What follows belongs to an exercise in optimizing a design on an open flow for small area; a production flow would make more cautious choices. In this exercise RTL edits were held to simulation tests only and were not proved equivalent to the original. Power figures rest on the tool's default switching activity, not on a simulated workload.

===== design.v =====
module ula(clock,a_dez,a_uni,b_dez,b_uni,op,sinA,sinB,r);
	input clock;
	input [3:0] a_dez, a_uni, b_dez, b_uni;
	input op;
	input sinA;
	input sinB;
	output [9:0] r;
	reg op1, op2;
	always @(posedge clock) begin
		op1 <= op;
		op2 <= op1;
	end
	wire sub = sinA ^ sinB ^ op2;
	wire [3:0] bu, bt;
	bcd9 N2(.d(b_uni), .c(sub), .q(bu));
	bcd9 N3(.d(b_dez), .c(sub), .q(bt));
	wire c0, c1;
	wire [3:0] xu, xt;
	bcdadd S0(.a(a_uni), .b(bu), .ci(sub), .s(xu), .co(c0));
	bcdadd S1(.a(a_dez), .b(bt), .ci(c0), .s(xt), .co(c1));
	wire neg = sub & ~c1;
	wire uz = (xu == 4'd0);
	wire [3:0] nu = uz ? 4'd0 : 4'd10 - xu;
	wire [3:0] nt = uz ? 4'd10 - xt : 4'd9 - xt;
	wire [3:0] u = neg ? nu : xu;
	wire [3:0] t = neg ? nt : xt;
	wire ca = neg;
	wire [8:0] mag = {c1 & ~sub, t, u};
	assign r = {(mag == 9'd0) | ~(sinA ^ ca), mag};
endmodule
module bcd9(input [3:0] d, input c, output [3:0] q);
	assign q = c ? {~(d[3] | d[2] | d[1]), d[2] ^ d[1], d[1], ~d[0]} : d;
endmodule
module bcdadd(input [3:0] a, input [3:0] b, input ci, output [3:0] s, output co);
	wire [4:0] x = a + b + ci;
	assign co = x[4] | (x[3] & (x[2] | x[1]));
	wire k1 = x[1] & co;
	wire k2 = (x[2] & co) | (x[2] & k1) | (co & k1);
	assign s = {x[3] ^ k2, x[2] ^ co ^ k1, x[1] ^ co, x[0]};
endmodule
module bcdout(saida,saida1,saida2,h,t,u,enable);
	input h;
	input [3:0] t;
	input [3:0] u;
	input enable;
	output [6:0] saida;
	output [6:0] saida1;
	output [6:0] saida2;
	seg7 U(.d(u), .off(~enable), .s(saida));
	seg7 D(.d(t), .off(~enable), .s(saida1));
	assign saida2 = enable ? (h ? 7'b1001111 : 7'b0000001) : 7'b1111111;
endmodule
module Remoto(clk,rst,entrada,comando,su,sd,suB,sdB,saida_1,saida1_1,saida2_1,soma_result_1,sinal_A,sinal_B);
input         clk;
input         rst;
input         entrada;
output reg [7:0] comando;
output [6:0] su;
output [6:0] sd;
output [6:0] suB;
output [6:0] sdB;
output [6:0] saida_1;
output [6:0] saida1_1;
output [6:0] saida2_1;
output [8:0] soma_result_1;
output reg sinal_A;
output reg sinal_B;
localparam [1:0] INICIA = 2'b00, INICIA_1 = 2'b01, LEITURA = 2'b10;
reg [1:0]  estado;
reg [11:0] cnt;         
reg [5:0]  bitcount;    
reg [7:0]  rbuf;        
reg        cur;         
reg        chk;         
reg        nova_mensagem;
wire st_ini  = (estado == INICIA);
wire st_ini1 = (estado == INICIA_1);
wire st_leit = (estado == LEITURA);
localparam [11:0] CNT_312 = 12'h548, CNT_648 = 12'h270, CNT_3282 = 12'h4d6, CNT_3595 = 12'hd00;
wire cnt_z11 = ~|cnt[10:0];
wire cnt_fb  = cnt[11] ^ cnt[5] ^ cnt[3] ^ cnt[0] ^ cnt_z11;
wire t_ini   = (cnt[10:0] == CNT_3595[10:0]);                             
wire t_ini1  = ({cnt[11:4], cnt[2:1]} == {CNT_3282[11:4], CNT_3282[2:1]});  
wire c_full  = cnt[11] & cnt_z11;                                         
wire c_bit   = (cnt == CNT_312);
wire c_one   = (cnt == CNT_648);
wire bc33    = bitcount[5] & bitcount[0];                                 
wire bc32    = bitcount[5] & ~bitcount[0];                                
wire lvl     = st_ini ? ~entrada : entrada;
wire leave   = (st_ini & t_ini) | (st_ini1 & t_ini1) | (st_leit & (c_full | bc33));
wire [6:0]  bc_c;
assign bc_c[0]  = 1'b1;
genvar gi;
generate
	for (gi = 0; gi < 6; gi = gi + 1) begin : bc_inc
		assign bc_c[gi+1] = bc_c[gi] & bitcount[gi];
	end
endgenerate
always @(posedge clk)
	if (rst | leave | ~lvl)
		cnt <= 12'd0;
	else
		cnt <= {cnt[10:0], cnt_fb};
always @(posedge clk)
	if (rst)
		estado <= INICIA;
	else if (st_ini & t_ini)
		estado <= INICIA_1;
	else if (st_ini1 & t_ini1)
		estado <= LEITURA;
	else if (leave)
		estado <= INICIA;
always @(posedge clk)
	if (rst | ~st_leit)
		bitcount <= 6'd0;
	else if (c_bit)
		bitcount <= bitcount ^ bc_c[5:0];
always @(posedge clk)
	if (st_leit) begin
		if (c_bit) begin
			cur <= 1'b0;
			if (bitcount <= 6'd24) begin
				rbuf <= {cur, rbuf[7:1]};
				chk  <= 1'b1;
			end else begin
				rbuf <= {rbuf[0], rbuf[7:1]};
				chk  <= chk & (cur ^ rbuf[0]);
			end
		end else if (c_one)
			cur <= 1'b1;
	end
wire valido = chk & (cur ^ rbuf[0]);
always @(posedge clk)
	if (rst) begin
		comando <= 8'd0;
		nova_mensagem <= 1'b0;
	end else begin
		nova_mensagem <= bc32 & valido;
		if (bc32 & valido)
			comando <= {rbuf[0], rbuf[7:1]};
	end
localparam [3:0] DESLIGADO = 4'b0000,
                 ESPERA    = 4'b0001,
                 ZERA_TUDO = 4'b0011,
                 DEZ_A     = 4'b0100,
                 DEZ_B     = 4'b0101,
                 UNI_A     = 4'b1000,
                 UNI_B     = 4'b1001,
                 MUDA_A    = 4'b1100,
                 MUDA_B    = 4'b1101;
reg [3:0]  estado_m;
reg [3:0]  a_dez, a_uni, b_dez, b_uni;
reg        op;
reg [26:0] delay;
reg        espera;
wire off     = (estado_m == DESLIGADO);
wire digito  = (comando < 8'd10);
wire liga    = (comando == 8'h12) & nova_mensagem;
wire em_uni  = estado_m[3] & ~estado_m[2];
wire dl_z25 = ~|delay[24:0];
wire dl_z26 = dl_z25 & ~delay[25];
wire dl_fb  = delay[26] ^ delay[4] ^ delay[1] ^ delay[0] ^ dl_z26;
wire [9:0] soma_result;
reg  [9:0] res;
wire [6:0] res_meio = {res[7:4], 2'b00} + res[7:4] + res[3:1] + (res[8] ? 7'd50 : 7'd0);
assign soma_result_1 = {res[9], res_meio, res[0]};
always @(posedge clk) begin
	delay  <= {delay[25:0], em_uni & dl_fb};
	espera <= em_uni & ((delay == 27'h170c17f) |
	                    (espera & ~(~delay[26] & delay[25] & dl_z25)));
end
always @(posedge clk)
	if (rst) begin
		estado_m <= DESLIGADO;
		sinal_A <= 1'b0;
		sinal_B <= 1'b0;
		res <= 10'd0;
	end else
		case (estado_m)
			DESLIGADO:
				if (liga) begin
					estado_m <= ESPERA;
					a_dez <= 4'd0; a_uni <= 4'd0;
					b_dez <= 4'd0; b_uni <= 4'd0;
					op <= 1'b0;
				end
			ESPERA:
				if (liga) begin
					estado_m <= DESLIGADO;
					res <= 10'h200;
				end else if (comando == 8'h0F) begin
					estado_m <= DEZ_A;
					a_dez <= 4'd0; a_uni <= 4'd0;
					sinal_A <= 1'b0;
					res <= 10'h200;
				end else if (comando == 8'h10) begin
					estado_m <= ZERA_TUDO;
					a_dez <= 4'd0; a_uni <= 4'd0;
					b_dez <= 4'd0; b_uni <= 4'd0;
					sinal_A <= 1'b0;
					sinal_B <= 1'b0;
					res <= 10'h200;
				end else if (comando == 8'h13) begin
					estado_m <= DEZ_B;
					b_dez <= 4'd0; b_uni <= 4'd0;
					sinal_B <= 1'b0;
					res <= 10'h200;
				end else if (comando == 8'h1A) begin
					op <= 1'b0;
					res <= soma_result;
				end else if (comando == 8'h1E) begin
					op <= 1'b1;
					res <= soma_result;
				end
			ZERA_TUDO:
				estado_m <= DEZ_A;
			DEZ_A:
				if (digito) begin
					a_uni <= comando[3:0];
					estado_m <= UNI_A;
				end
			DEZ_B:
				if (digito) begin
					b_uni <= comando[3:0];
					estado_m <= UNI_B;
				end
			UNI_A:
				if (espera & nova_mensagem) begin
					if (digito) begin
						a_dez <= a_uni; a_uni <= comando[3:0];
					end
					estado_m <= MUDA_A;
				end
			UNI_B:
				if (espera & nova_mensagem) begin
					if (digito) begin
						b_dez <= b_uni; b_uni <= comando[3:0];
					end
					estado_m <= MUDA_B;
				end
			MUDA_A:
				if (comando == 8'h0C) begin
					sinal_A <= ~sinal_A;
					estado_m <= ESPERA;
				end else if (~digito)
					estado_m <= ESPERA;
			MUDA_B:
				if (comando == 8'h0C) begin
					sinal_B <= ~sinal_B;
					estado_m <= ESPERA;
				end else if (~digito)
					estado_m <= ESPERA;
			default: ;
		endcase
ula G1(.clock(clk), .a_dez(a_dez), .a_uni(a_uni), .b_dez(b_dez), .b_uni(b_uni),
       .op(op), .sinA(sinal_A), .sinB(sinal_B), .r(soma_result));
bcdout G2(.saida(saida_1), .saida1(saida1_1), .saida2(saida2_1),
          .h(res[8]), .t(res[7:4]), .u(res[3:0]), .enable(~off));
seg7 DA0(.d(a_uni), .off(off), .s(su));
seg7 DA1(.d(a_dez), .off(off), .s(sd));
seg7 DB0(.d(b_uni), .off(off), .s(suB));
seg7 DB1(.d(b_dez), .off(off), .s(sdB));
endmodule
module seg7(input [3:0] d, input off, output [6:0] s);
	wire A = d[3], B = d[2], C = d[1], D = d[0];
	wire sa = A | C | (B & D) | (~B & ~D);
	wire sb = ~B | (~C & ~D) | (C & D);
	wire sc = B | ~C | D;
	wire sd = A | (~B & ~D) | (~B & C) | (C & ~D) | (B & ~C & D);
	wire se = (~B & ~D) | (C & ~D);
	wire sf = A | (~C & ~D) | (B & ~C) | (B & ~D);
	wire sg = A | (~B & C) | (B & ~C) | (C & ~D);
	assign s = ~({sa, sb, sc, sd, se, sf, sg} & {7{~off}});
endmodule

===== flow/run.sh =====
#!/bin/bash
# The standard layout with these changes:
#  - synthesis leaves adders to ABC instead of mapping them to the library's
#    adder cells first (ADDER_MAP_FILE empty);
#  - ABC restructures the logic (&deepsyn) and maps it for area (amap),
#    without the buffering and upsizing passes of ORFS's
#    area script (flow/abc_area.script, used through a copy of ORFS's scripts
#    folder for the synthesis step only);
#  - the port buffers are the smallest buffer instead of the one buffer_ports
#    picks by default;
#  - clock tree synthesis adds no dummy loads (CTS_ARGS).
set -euo pipefail
here=$(pwd)
rm -rf "$here/synth_scripts"
cp -r "$FLOW_HOME/scripts" "$here/synth_scripts"
cp "$here/flow/abc_area.script" "$here/synth_scripts/abc_area.script"
export ADDER_MAP_FILE=
export BUFFER_PORTS_ARGS="-buffer_cell sky130_fd_sc_hd__buf_1"
SCRIPTS_DIR="$here/synth_scripts" bash standard.sh synth > synth.log 2>&1
export CTS_ARGS="-sink_clustering_enable -repair_clock_nets -dont_use_dummy_load -buf_list {sky130_fd_sc_hd__clkbuf_4 sky130_fd_sc_hd__clkbuf_8} -sink_clustering_size 20 -sink_clustering_max_diameter 100"
bash standard.sh > layout.log 2>&1

===== flow/abc_area.script =====
strash
&get -n
&deepsyn -T 20
&put
dch -f
amap -m -F 3 -A 10
topo
dnsize -c

===== standard.sh =====
#!/bin/bash
# synth_recipe.tcl (not shown) runs the flow's synth.tcl, then flattens the netlist and writes it again
# the make line also repeats each setting of config.mk as NAME=value (left out here)
make -C /OpenROAD-flow-scripts/flow DESIGN_CONFIG=/design/flow/config.mk WORK_HOME=/design/flow/orfs CLKGATE_MAP_FILE= SYNTH_SCRIPT=/design/flow/synth_recipe.tcl "${@:-finish}"

===== config.mk =====
export PLATFORM = sky130hd
export DESIGN_NAME = Remoto
export DESIGN_NICKNAME = Remoto
export VERILOG_FILES = /design/flow/design.v
export SDC_FILE = /design/flow/constraint.sdc
export NUM_CORES = 4
export LEC_CHECK = 0
export ABC_AREA = 1
export CAP_MARGIN = 20
export CORE_MARGIN = 2
export CORE_UTILIZATION = 80
export CTS_BUF_LIST = sky130_fd_sc_hd__clkbuf_8
export CTS_CLUSTER_DIAMETER = 100
export CTS_CLUSTER_SIZE = 30
export SLEW_MARGIN = 20

===== constraint.sdc =====
create_clock -name core_clock -period 14.0 [get_ports {clk}]
set_input_delay 2.8000 -clock core_clock [delete_from_list [all_inputs] [get_ports {clk}]]
set_output_delay 2.8000 -clock core_clock [all_outputs]
set_load 0.01 [all_outputs]

==> qor.csv, run 1 <==
stage;metric;value;unit
timing;worst rel slew slack;0.397;
final_layout;ratio of cells with drive above 1 in the final layout;0.0130;
clock_network;CTS clk-pin slew, worst paths;0.07;ns
clock_network;latest clock arrival within the worst-skew pair;0.37;ns
route;via count;5460;
clock_network;H-tree levels;3;
clock_network;Setup Fix Bufs, Post-CTS;0;
final_layout;Finished Cell Area;5380;um2
die;die area;6840;um2
clock_network;CTS Buf Count;9;
power;worst vdd ir;0.000183;V
route;routed len/inst;19.5;um
clock_network;cts repair resizes;0;
die;Starting Density;0.832;
logic_synthesis;syn avg cell area;7.95;um2
worst_setup_path;cells on worst reg2reg path;31;
logic_synthesis;Synth Flop Type;dfxtp_1;
route;Iteration-0 DRC Markers;846;
logic_synthesis;number of enable flip-flop cells after synthesis;27;
worst_setup_path;Arrival @ worst endpoint;7.32;ns
final_layout;final layout net count;699;
logic_synthesis;Yosys Warn Count;2;
clock_network;CTS tree;built;
worst_setup_path;CP Max Fanout;10;
logic_synthesis;synthesized instance count;623;
place;dpl hpwl;9.81;mm
worst_hold_path;Worst Hold Depth;0;
worst_setup_path;Worst Setup Start Kind;flop;
place;PortBufs;69;
worst_hold_path;hold endpoint;G1.op1$_DFF_P_;
timing;fmax;142;MHz
timing;final hold violation count;0;
timing;worst-margin pin slew;0.900;ns
final_layout;n_diodes;0;
timing;final slew viol count;0;
clock_network;CTS sink cnt;102;
grt;number of global-route vias before repair;4738;
logic_synthesis;async set or reset register ratio after synthesis;0;
clock_network;Root Driver;clkbuf_8;
timing;RSZ-0062 raised after global routing;false;
worst_hold_path;HP Class;flop to flop;
clock_network;Clock Path Buffers;2;
final_layout;Non-Filler Instances;769;
grt;Global Route Usage Sum;0.445;
outcome;status;finished clean;
logic_synthesis;post-synthesis sequential area ratio;0.467;
logic_synthesis;Cell Area, Synth;4950;um2
worst_setup_path;R2R setup slack;6.97;ns
die;I/O pins;71;
worst_setup_path;critical path type;flop to flop;
die;Core Region;5960;um2
timing;setup TNS;0;ns
die;Die Span X;82.7;um
worst_setup_path;Slowest-stage cell, CP;or4_1;
timing;crit path time final;7.03;ns
route;detailed-router iteration count before antenna repair;8;
grt;antenna violations before repair;0;
clock_network;Hold Buf Count CTS;0;
power;pwr dens;213;nW/um2
place;placed cell count;760;
worst_setup_path;reg2reg end;res[9]$_SDFFE_PP0P_;
place;placed inst area;5250;um2
logic_synthesis;Yosys reg bits;102;
logic_synthesis;Synth cell types;39;
worst_setup_path;Data required, critical path;14.28;ns
timing;final-report setup violation count;0;
grt;first-pass GRT wire length;22.7;mm
worst_hold_path;hold path startpoint;op$_SDFFCE_PN0P_;
route;drt drc;0;
grt;largest net degree at the start of global routing;32;
route;Post-Route WL;15.0;mm
worst_setup_path;CP dominant cell by count;a21oi_1;
worst_setup_path;Worst R2R Start;sinal_B$_SDFFE_PP0P_;
die;cell row count;28;
place;Final Wtd Congestion;0.980;
logic_synthesis;Syn Nets;626;
route;number of routed nets with antenna violations;0;
timing;fin crit share;0.502;
final_layout;P&R area growth vs syn;8.56;%
route;via/cell ratio;7.10;
die;Die H;82.7;um
worst_setup_path;CP max stage delay;0.53;ns
timing;Layout Skew;0.0324;ns
flow_run;maxcap violations;0;
worst_setup_path;endpoint type of the worst setup path;flop;
grt;total gr overflow;0;
power;Leak;1.82;nW
[state kept, by name, indices dropped and copies added, names as in the netlist, 2 cells and up]
name      count
comando       8
b_uni         4
estado_m      4
estado        2
bitcount      6
rbuf          8
delay        27
b_dez         4
a_uni         4
res          10
a_dez         4
cnt          12
[logic make-up after synthesis]
kind of cell	Yosys count	share of synthesized area
flops	102	0.467
other cells	1	0.000757
simple gates	260	0.242
compound gates	174	0.220
buf+inv	86	0.0705
[worst max-delay path: cells and delay by family (launching register included)]
kind,cells,cell delay (ns)
AOI/OAI and AO/OA,18,3.39
buffers and inverters,1,0.45
DFF,1,0.41
and+or+nand+nor,12,2.68
[worst max-delay path by stage]
stage	from	depth (start not counted)	slack, ns	end
CTS	sinal_B$_SDFFE_PP0P_	30	6.72	res[9]$_SDFFE_PP0P_
detailed placement	sinal_B$_SDFFE_PP0P_	30	6.79	res[9]$_SDFFE_PP0P_
finish	sinal_B$_SDFFE_PP0P_	31	6.97	res[9]$_SDFFE_PP0P_
global route	sinal_B$_SDFFE_PP0P_	31	6.39	res[9]$_SDFFE_PP0P_
floorplan	sinal_B$_SDFFE_PP0P_	29	7.96	res[9]$_SDFFE_PP0P_
global placement	sinal_B$_SDFFE_PP0P_	30	7.41	res[9]$_SDFFE_PP0P_
[layout by cell type, fill, tap and decap left out, types with 4 or more instances in the layout]
master    instances
clkinv_1         79
nand4b_1          4
clkbuf_8          9
o31ai_1           8
or2_0            12
and3_1            4
nand2_1          51
nor3_1           18
edfxtp_1         27
o21a_1            8
or3_1             9
a22oi_1           4
nor2_1          114
a32o_1            8
nor4_1           14
dfxtp_1          75
a21oi_1          38
o211ai_1          6
nand4_1           8
o22ai_1          25
o32ai_1           5
or4_1             8
buf_1            69
nand3_1          12
o21ai_0          52
[final cells by class]
type                    instances  area, um2
fillers                       279        579
multi-input cells             435       2290
well taps                      75       93.8
inverters                      79        297
clock buffers                   9        124
flip-flops and latches        102       2310
repair buffers                 69        259
[Yosys cell counts, types with 2 or more instances]
master / count / area share
o31ai_1: 8 / 0.012
nand4b_1: 4 / 0.0071
a22oi_1: 4 / 0.0061
nand4_1: 8 / 0.010
dfxtp_1: 75 / 0.30
clkinv_1: 79 / 0.060
o21a_1: 8 / 0.012
and3_1: 4 / 0.0051
a21o_1: 2 / 0.0030
buf_4: 7 / 0.011
o21ai_0: 53 / 0.054
nand3_1: 12 / 0.012
or4_1: 8 / 0.012
edfxtp_1: 27 / 0.16
or3_1: 9 / 0.011
nor3_1: 18 / 0.018
o32ai_1: 5 / 0.0088
a31oi_1: 2 / 0.0025
o211a_1: 2 / 0.0040
nor4_1: 14 / 0.018
nand2_1: 51 / 0.039
o221ai_1: 2 / 0.0035
o211ai_1: 6 / 0.0091
a32o_1: 8 / 0.016
nor2_1: 114 / 0.086
o311ai_0: 3 / 0.0053
a2111oi_0: 2 / 0.0035
a21oi_1: 38 / 0.038
o22ai_1: 25 / 0.032
a211oi_1: 3 / 0.0045
or2_0: 12 / 0.015
nor2b_1: 3 / 0.0038
[per-layer routing]
metal / vias up / GRT usage / share of wire
li1: 2373 / - / -
met1: 2424 / 0.511 / 0.34
met2: 517 / 0.765 / 0.47
met3: 146 / 0.112 / 0.12
met4: 0 / 0.234 / 0.065
met5: - / 0 / 0
[where the power goes]
group / switching (W) / internal [W] / leakage (nW)
registers: 0.0000512 / 0.000357 / 0.864
clock network: 0.0000897 / 0.0000579 / 0.0647
logic: 0.000406 / 0.000183 / 0.888
total: 0.000547 / 0.000597 / 1.82
[metrics by stage]
stage	utilization	power [W]	hold slack [ns]	setup slack, ns
floorplan	-	0.000804	0.310	7.96
global placement	0.882	0.000924	0.323	7.41
detailed placement	0.882	0.000961	0.319	6.79
CTS	0.903	0.00112	0.347	6.72
global route	0.903	0.00121	0.349	6.39
finish	0.903	0.00114	0.348	6.97
==> inputs of run 2 (changes only) <==
==> flow/run.sh (replaced) <==
#!/bin/bash
# The standard layout with these changes:
#  - synthesis leaves adders to ABC instead of mapping them to the library's
#    adder cells first (ADDER_MAP_FILE empty);
#  - ABC restructures the logic (&deepsyn) and maps it for area (amap),
#    without the buffering and upsizing passes of ORFS's area script
#    (flow/abc_area.script, used through a copy of ORFS's scripts folder for
#    the synthesis step only); synthesis is run with four &deepsyn seeds, each
#    in a work folder of its own, and the smallest netlist is laid out;
#  - the port buffers are the smallest buffer instead of the one buffer_ports
#    picks by default;
#  - clock tree synthesis adds no dummy loads (CTS_ARGS).
set -euo pipefail
here=$(pwd)
res=orfs/results/sky130hd/Remoto/base
rep=orfs/reports/sky130hd/Remoto/base
lg=orfs/logs/sky130hd/Remoto/base
export ADDER_MAP_FILE=
export BUFFER_PORTS_ARGS="-buffer_cell sky130_fd_sc_hd__buf_1"
best=""
best_area=""
for seed in 1 2 3 4; do
	d="$here/synth_$seed"
	rm -rf "$d"
	mkdir -p "$d"
	cp -r "$FLOW_HOME/scripts" "$d/scripts"
	sed "s/@SEED@/$seed/" "$here/flow/abc_area.script" > "$d/scripts/abc_area.script"
	sed "s|WORK_HOME=[^ ]*|WORK_HOME=$d/orfs|" "$here/standard.sh" > "$d/standard.sh"
	if SCRIPTS_DIR="$d/scripts" bash "$d/standard.sh" synth > "$here/synth_$seed.log" 2>&1; then
		area=$(awk '/Chip area for module/ {print $NF}' "$d/$rep/synth_stat.txt")
		echo "seed $seed: synthesis area $area" >> "$here/synth_choice.log"
		if [[ -z "$best" ]] || awk -v a="$area" -v b="$best_area" 'BEGIN {exit !(a < b)}'; then
			best=$seed
			best_area=$area
		fi
	else
		echo "seed $seed: synthesis failed" >> "$here/synth_choice.log"
	fi
done
[[ -n "$best" ]]
echo "using seed $best" >> "$here/synth_choice.log"
mkdir -p "$here/$res" "$here/$rep" "$here/$lg" "$here/orfs"
cp -rp "$here/synth_$best/orfs/objects" "$here/orfs/"
cp -p "$here/synth_$best/$res/"* "$here/$res/"
cp -p "$here/synth_$best/$rep/"* "$here/$rep/"
cp -p "$here/synth_$best/$lg/"* "$here/$lg/"
export CTS_ARGS="-sink_clustering_enable -repair_clock_nets -dont_use_dummy_load -buf_list sky130_fd_sc_hd__clkbuf_8 -sink_clustering_size 30 -sink_clustering_max_diameter 100"
bash standard.sh > layout.log 2>&1
==> flow/abc_area.script (replaced) <==
strash
&get -n
&deepsyn -T 20 -S @SEED@
&put
dch -f
amap -m -F 3 -A 10
topo
dnsize -c
==> run 2 against run 1 <==
  * Highest routed layer unchanged
  * Critical path type unchanged
  * Synthesized cell count decreased by 0.16%
  * Worst hold slack worse by 0.024 ns
  * Utilization is 0.30 points higher
  * Non-clock buffer count increased by 2
  * Worst setup slack better by 0.21 ns
  * Routed wire length decreased by 9.7%
  * Still clean
  * Clock power hardly changed
  * First-iteration DRC count shrank 38%
  * Die area fell by 0.65%
  * Sequential power is 2% higher
==> qor.csv, run 2 <==
stage;metric;value;unit
route;via/cell ratio;6.73;
clock_network;CTS sink cnt;102;
worst_setup_path;Arrival @ worst endpoint;7.11;ns
logic_synthesis;Synth cell types;40;
power;Leak;1.76;nW
final_layout;final layout net count;700;
route;Max Used Layer;met4;
flow_run;maxcap violations;0;
timing;setup TNS;0;ns
worst_setup_path;Slowest-stage cell, CP;a21oi_1;
power;Pint;0.000630;W
worst_setup_path;CP Max Fanout;12;
route;met1 wire length;4.81;mm
logic_synthesis;Yosys reg bits;102;
grt;antenna violations before repair;0;
timing;fmax;146;MHz
place;Final Wtd Congestion;0.963;
grt;Global Route Usage Sum;0.414;
worst_setup_path;endpoint type of the worst setup path;flop;
power;Combinational Power Share;0.542;
clock_network;Hold Buf Count CTS;0;
final_layout;Largest register FFs;27;
logic_synthesis;post-synthesis sequential area ratio;0.470;
logic_synthesis;top-count cell post-synth;nor2_1;
timing;worst-margin pin slew;0.893;ns
route;Iteration-0 DRC Markers;524;
logic_synthesis;Synth top cells by count;92 x nor2_1, 80 x clkinv_1, 75 x dfxtp_1;
logic_synthesis;post-synth top area share;0.305;
die;cell row count;28;
worst_setup_path;CP dominant cell by count;nor2_1;
die;Die H;82.4;um
route;met3 WL;1.50;mm
clock_network;CTS Buf Count;9;
clock_network;Setup Fix Bufs, Post-CTS;0;
clock_network;Root Driver;clkbuf_8;
logic_synthesis;Cell Area, Synth;4920;um2
timing;worst rel slew slack;0.399;
logic_synthesis;largest area contributor in the netlist;dfxtp_1;
route;routed len/inst;17.6;um
logic_synthesis;syn avg cell area;7.91;um2
outcome;status;finished clean;
timing;crit path time final;6.83;ns
final_layout;Non-Filler Instances;770;
clock_network;CTS clk-pin slew, worst paths;0.08;ns
grt;number of global-route vias before repair;4632;
power;P_sw;0.000595;W
power;pwr dens;228;nW/um2
grt;total gr overflow;0;
die;Core Region;5920;um2
route;drt drc;0;
grt;first-pass GRT wire length;21.1;mm
place;dpl hpwl;9.64;mm
logic_synthesis;synthesized instance count;622;
logic_synthesis;Synth Flop Type;dfxtp_1;
logic_synthesis;synth top area cells;dfxtp_1 31%, edfxtp_1 16%, nor2_1 7.0%;
final_layout;ratio of cells with drive above 1 in the final layout;0.0173;
final_layout;n_diodes;0;
worst_setup_path;CP max stage delay;0.70;ns
clock_network;Clock Path Buffers;2;
clock_network;latest clock arrival within the worst-skew pair;0.37;ns
clock_network;CTS tree;built;
power;sequential power share;0.340;
power;sw frac;0.486;
final_layout;most frequent cells in the layout;92 x nor2_1, 80 x clkinv_1, 75 x dfxtp_1;
place;PortBufs;69;
final_layout;Largest regs;delay x27, cnt x12, res x10;
place;placed cell count;761;
route;Post-Route WL;13.5;mm
logic_synthesis;Syn Nets;625;
worst_hold_path;HP Class;flop to flop;
clock_network;cts repair resizes;0;
timing;final-report setup violation count;0;
route;number of routed nets with antenna violations;0;
worst_setup_path;Worst Setup Start Kind;flop;
worst_setup_path;critical path type;flop to flop;
timing;final slew viol count;0;
power;clock share of power;0.118;
final_layout;most common cell after layout, fill and taps aside;nor2_1;
timing;Layout Skew;0.0377;ns
logic_synthesis;async set or reset register ratio after synthesis;0;
logic_synthesis;number of enable flip-flop cells after synthesis;27;
die;Die Span X;82.4;um
timing;final hold violation count;0;
route;Met2 Wirelength;6.47;mm
timing;hold_ws;0.323;ns
timing;RSZ-0062 raised after global routing;false;
route;via count;5185;
grt;largest net degree at the start of global routing;30;
clock_network;H-tree levels;3;
die;die area;6790;um2
power;worst vdd ir;0.000201;V
logic_synthesis;Yosys Warn Count;2;
route;detailed-router iteration count before antenna repair;5;
die;I/O pins;71;
worst_setup_path;Data required, critical path;14.28;ns
final_layout;P&R area growth vs syn;9.03;%
timing;fin crit share;0.488;
die;Starting Density;0.831;
final_layout;Most flops, register;delay;
-- run 2: cell count changes after synthesis, moves of 4 or more --
cell,previous run,this run
or4_1,8,4
o32ai_1,5,1
nor2_1,114,92
o21a_1,8,4
nor2b_1,3,8
a21oi_1,38,26
nor3_1,18,37
nand2_1,51,58
o21ai_0,53,64
a32o_1,8,2
a31oi_1,2,7
o22ai_1,25,37
-- run 2: area by class of cell --
cell class | instances | area (um2)
sequential | 102 | 2310
inverter | 80 | 300
fill | 278 | 558
timing repair buffer | 71 | 274
multi-input combinational | 433 | 2260
clock buffer | 9 | 124
tap | 75 | 93.8
-- run 2: routing by layer --
layer,up-vias,global-route usage
li1,2378,-
met2,429,0.688
met3,98,0.104
met5,-,0
met1,2280,0.465
met4,0,0.290
-- run 2: worst max-delay path: cells and delay by family (launching register included) --
family | cells | cell delay (ns)
buf+inv | 3 | 0.70
compound gates | 14 | 3.16
flops | 1 | 0.40
simple gates | 18 | 2.49
-- run 2: per-stage QoR --
stage	instance area, um2	setup WS [ns]	util	total power [W]
global placement	5230	7.86	0.884	0.00101
global route	5360	6.43	0.906	0.00131
floorplan	4920	8.30	-	0.000871
detailed placement	5240	7.42	0.885	0.00105
CTS	5360	7.34	0.906	0.00120
finish	5360	7.17	0.906	0.00123
-- run 2: path summary, 6_finish.rpt --
kind	from	end	slack, ns	depth (start not counted)
worst min register to register	G1.op1$_DFF_P_	G1.op2$_DFF_P_	0.32	0
worst min-delay path	G1.op1$_DFF_P_	G1.op2$_DFF_P_	0.32	0
worst max-delay path	sinal_B$_SDFFE_PP0P_	res[9]$_SDFFE_PP0P_	7.17	35
worst max register to register	sinal_B$_SDFFE_PP0P_	res[9]$_SDFFE_PP0P_	7.17	35
-- run 2: logic make-up (layout without fill, tap and decap cells) --
family,count (synthesis),in the layout,share of synthesized area
buffers and inverters,87,160,0.0717
AOI/OAI and AO/OA,177,177,0.219
DFF,102,102,0.470
other,1,1,0.000762
and+or+nand+nor,255,255,0.239
-- run 2: power by group through the flow --
stage	Clock [W]	Combinational, W	Sequential (W)
after floorplan	0	0.000470	0.000401
after global placement	0	0.000602	0.000410
after detailed placement	0	0.000636	0.000416
after CTS	0.000143	0.000648	0.000412
after global routing	0.000151	0.000738	0.000419
final	0.000145	0.000664	0.000416
==> inputs of run 3 (changes only) <==
--- a/design.v
+++ b/design.v
@@ -25,7 +25,6 @@
 	wire [3:0] u = neg ? nu : xu;
 	wire [3:0] t = neg ? nt : xt;
-	wire ca = neg;
 	wire [8:0] mag = {c1 & ~sub, t, u};
-	assign r = {(mag == 9'd0) | ~(sinA ^ ca), mag};
+	assign r = {(mag == 9'd0) | ~(sinA ^ neg), mag};
 endmodule
 module bcd9(input [3:0] d, input c, output [3:0] q);
==> run 3 against run 2 <==
  * Sequential share of layout area unchanged
  * Maximum frequency unchanged
  * Flip-flop and latch count did not move
  * Via count stayed put
  * Die area is the same
==> qor.csv, run 3 <==
stage;metric;value;unit
logic_synthesis;largest area contributor in the netlist;dfxtp_1;
timing;setup TNS;0;ns
grt;antenna violations before repair;0;
worst_setup_path;Data required, critical path;14.28;ns
outcome;status;finished clean;
die;Core Region;5920;um2
logic_synthesis;Cell Area, Synth;4920;um2
logic_synthesis;synth top area cells;dfxtp_1 31%, edfxtp_1 16%, nor2_1 7.0%;
logic_synthesis;Synth Flop Type;dfxtp_1;
timing;RSZ-0062 raised after global routing;false;
final_layout;Largest regs;delay x27, cnt x12, res x10;
timing;fin crit share;0.488;
clock_network;CTS tree;built;
final_layout;P&R area growth vs syn;9.03;%
die;Die Span X;82.4;um
power;Leak;1.76;nW
place;Setup WS pre-CTS;7.42;ns
clock_network;H-tree levels;3;
route;number of routed nets with antenna violations;0;
timing;Final WS setup;7.17;ns
route;detailed-router iteration count before antenna repair;5;
die;Starting Density;0.831;
final_layout;Largest register FFs;27;
clock_network;CTS sink cnt;102;
timing;crit path time final;6.83;ns
logic_synthesis;Yosys Warn Count;2;
worst_setup_path;Worst path top cell family by delay;compound AO/OA/AOI/OAI gates;
die;Die H;82.4;um
flow_run;maxcap violations;0;
die;cell row count;28;
route;via/cell ratio;6.73;
worst_setup_path;critical path type;flop to flop;
power;pwr dens;228;nW/um2
worst_setup_path;Slowest-stage cell, CP;a21oi_1;
logic_synthesis;async set or reset register ratio after synthesis;0;
final_layout;final layout net count;700;
grt;largest net degree at the start of global routing;30;
clock_network;Setup Fix Bufs, Post-CTS;0;
logic_synthesis;Synth cell types;40;
clock_network;Root Driver;clkbuf_8;
clock_network;Hold Buf Count CTS;0;
final_layout;Non-Filler Instances;770;
route;drt drc;0;
grt;number of global-route vias before repair;4632;
worst_setup_path;CP dominant cell by count;nor2_1;
timing;Layout Skew;0.0377;ns
logic_synthesis;top-count cell post-synth;nor2_1;
final_layout;n_diodes;0;
die;die area;6790;um2
timing;worst-margin pin slew;0.893;ns
power;worst vdd ir;0.000201;V
grt;Global Route Usage Sum;0.414;
logic_synthesis;post-synth top area share;0.305;
clock_network;latest clock arrival within the worst-skew pair;0.37;ns
timing;final-report setup violation count;0;
final_layout;most frequent cells in the layout;92 x nor2_1, 80 x clkinv_1, 75 x dfxtp_1;
logic_synthesis;Yosys reg bits;102;
place;Final Wtd Congestion;0.963;
timing;hold_ws;0.323;ns
route;Post-Route WL;13.5;mm
clock_network;CTS clk-pin slew, worst paths;0.08;ns
route;met1 wire length;4.81;mm
worst_hold_path;HP Class;flop to flop;
timing;final hold violation count;0;
final_layout;most common cell after layout, fill and taps aside;nor2_1;
worst_setup_path;CP max stage delay;0.70;ns
clock_network;cts repair resizes;0;
grt;first-pass GRT wire length;21.1;mm
timing;final slew viol count;0;
logic_synthesis;post-synthesis sequential area ratio;0.470;
route;Max Used Layer;met4;
die;I/O pins;71;
final_layout;ratio of cells with drive above 1 in the final layout;0.0173;
route;via count;5185;
worst_setup_path;Worst Setup Start Kind;flop;
final_layout;Most flops, register;delay;
place;PortBufs;69;
worst_setup_path;endpoint type of the worst setup path;flop;
clock_network;Clock Path Buffers;2;
timing;fmax;146;MHz
clock_network;CTS Buf Count;9;
grt;total gr overflow;0;
timing;worst rel slew slack;0.399;
logic_synthesis;Syn Nets;625;
logic_synthesis;syn avg cell area;7.91;um2
worst_setup_path;Arrival @ worst endpoint;7.11;ns
logic_synthesis;number of enable flip-flop cells after synthesis;27;
route;Met2 Wirelength;6.47;mm
route;Iteration-0 DRC Markers;524;
route;met3 WL;1.50;mm
logic_synthesis;synthesized instance count;622;
route;routed len/inst;17.6;um
worst_setup_path;CP Max Fanout;12;
place;dpl hpwl;9.64;mm
logic_synthesis;Synth top cells by count;92 x nor2_1, 80 x clkinv_1, 75 x dfxtp_1;
final_layout;Util after Layout;0.906;
worst_setup_path;worst path buffer plus inverter count;3;
place;placed cell count;761;
-- run 3: path summary, 6_finish.rpt --
| kind | depth (start not counted) | start | slack, ns | endpoint |
|---|---|---|---|---|
| worst max-delay path | 35 | sinal_B$_SDFFE_PP0P_ | 7.17 | res[9]$_SDFFE_PP0P_ |
| worst max register to register | 35 | sinal_B$_SDFFE_PP0P_ | 7.17 | res[9]$_SDFFE_PP0P_ |
| worst min register to register | 0 | G1.op1$_DFF_P_ | 0.32 | G1.op2$_DFF_P_ |
| worst min-delay path | 0 | G1.op1$_DFF_P_ | 0.32 | G1.op2$_DFF_P_ |
-- run 3: metal layers --
| metal | global-route usage | vias to the layer above |
|---|---|---|
| met1 | 0.465 | 2280 |
| li1 | - | 2378 |
| met3 | 0.104 | 98 |
| met4 | 0.290 | 0 |
| met2 | 0.688 | 429 |
| met5 | 0 | - |
-- run 3: logic make-up after synthesis --
group,Yosys count,share of synthesized area
DFF,102,0.470
buffers and inverters,87,0.0717
and+or+nand+nor,255,0.239
other,1,0.000762
AOI/OAI and AO/OA,177,0.219
-- run 3: report_power, final --
part	switching (W)	total, W	leakage (nW)	internal, W
clock	0.0000869	0.000145	0.0647	0.0000578
combinational	0.000454	0.000664	0.836	0.000210
sequential	0.0000540	0.000416	0.863	0.000362
-- run 3: area by class of cell --
class                           count  area, um2
Multi-Input combinational cell    433       2260
Fill cell                         278        558
Clock buffer                        9        124
Sequential cell                   102       2310
Timing Repair Buffer               71        274
Inverter                           80        300
Tap cell                           75       93.8
-- run 3: metrics by stage --
step	instance area, um2	power [W]
5_1_grt	5360	0.00131
2_1_floorplan	4920	0.000871
4_1_cts	5360	0.00120
3_3_place_gp	5230	0.00101
6_report	5360	0.00123
3_5_place_dp	5240	0.00105

port drivers added, routing unchanged:
How much do the figures lean on ideal ports? The routed layouts below were timed once more, with nothing changed but the port constraints. Step 1: set_driving_cell puts a clkbuf_16 on clk and a buf_2 on each other input, an assumption about the parent block. Step 2, shift: input delay + t, output delay - t, t = (earliest + latest rising clock arrival at the registers) / 2. This alone moves slack from input paths to output paths. Slacks: ideal ports / drivers / drivers and shift; pairs: ideal ports / drivers.
run	shift t [ns]	setup WS [ns]	pins driven straight from the clock port
run 1	0.385	6.966 / 6.966 / 6.966	1
run 2	0.387	7.171 / 7.171 / 7.171	1
run 3	0.387	7.171 / 7.171 / 7.171	1
After both steps every run listed still meets setup and hold.
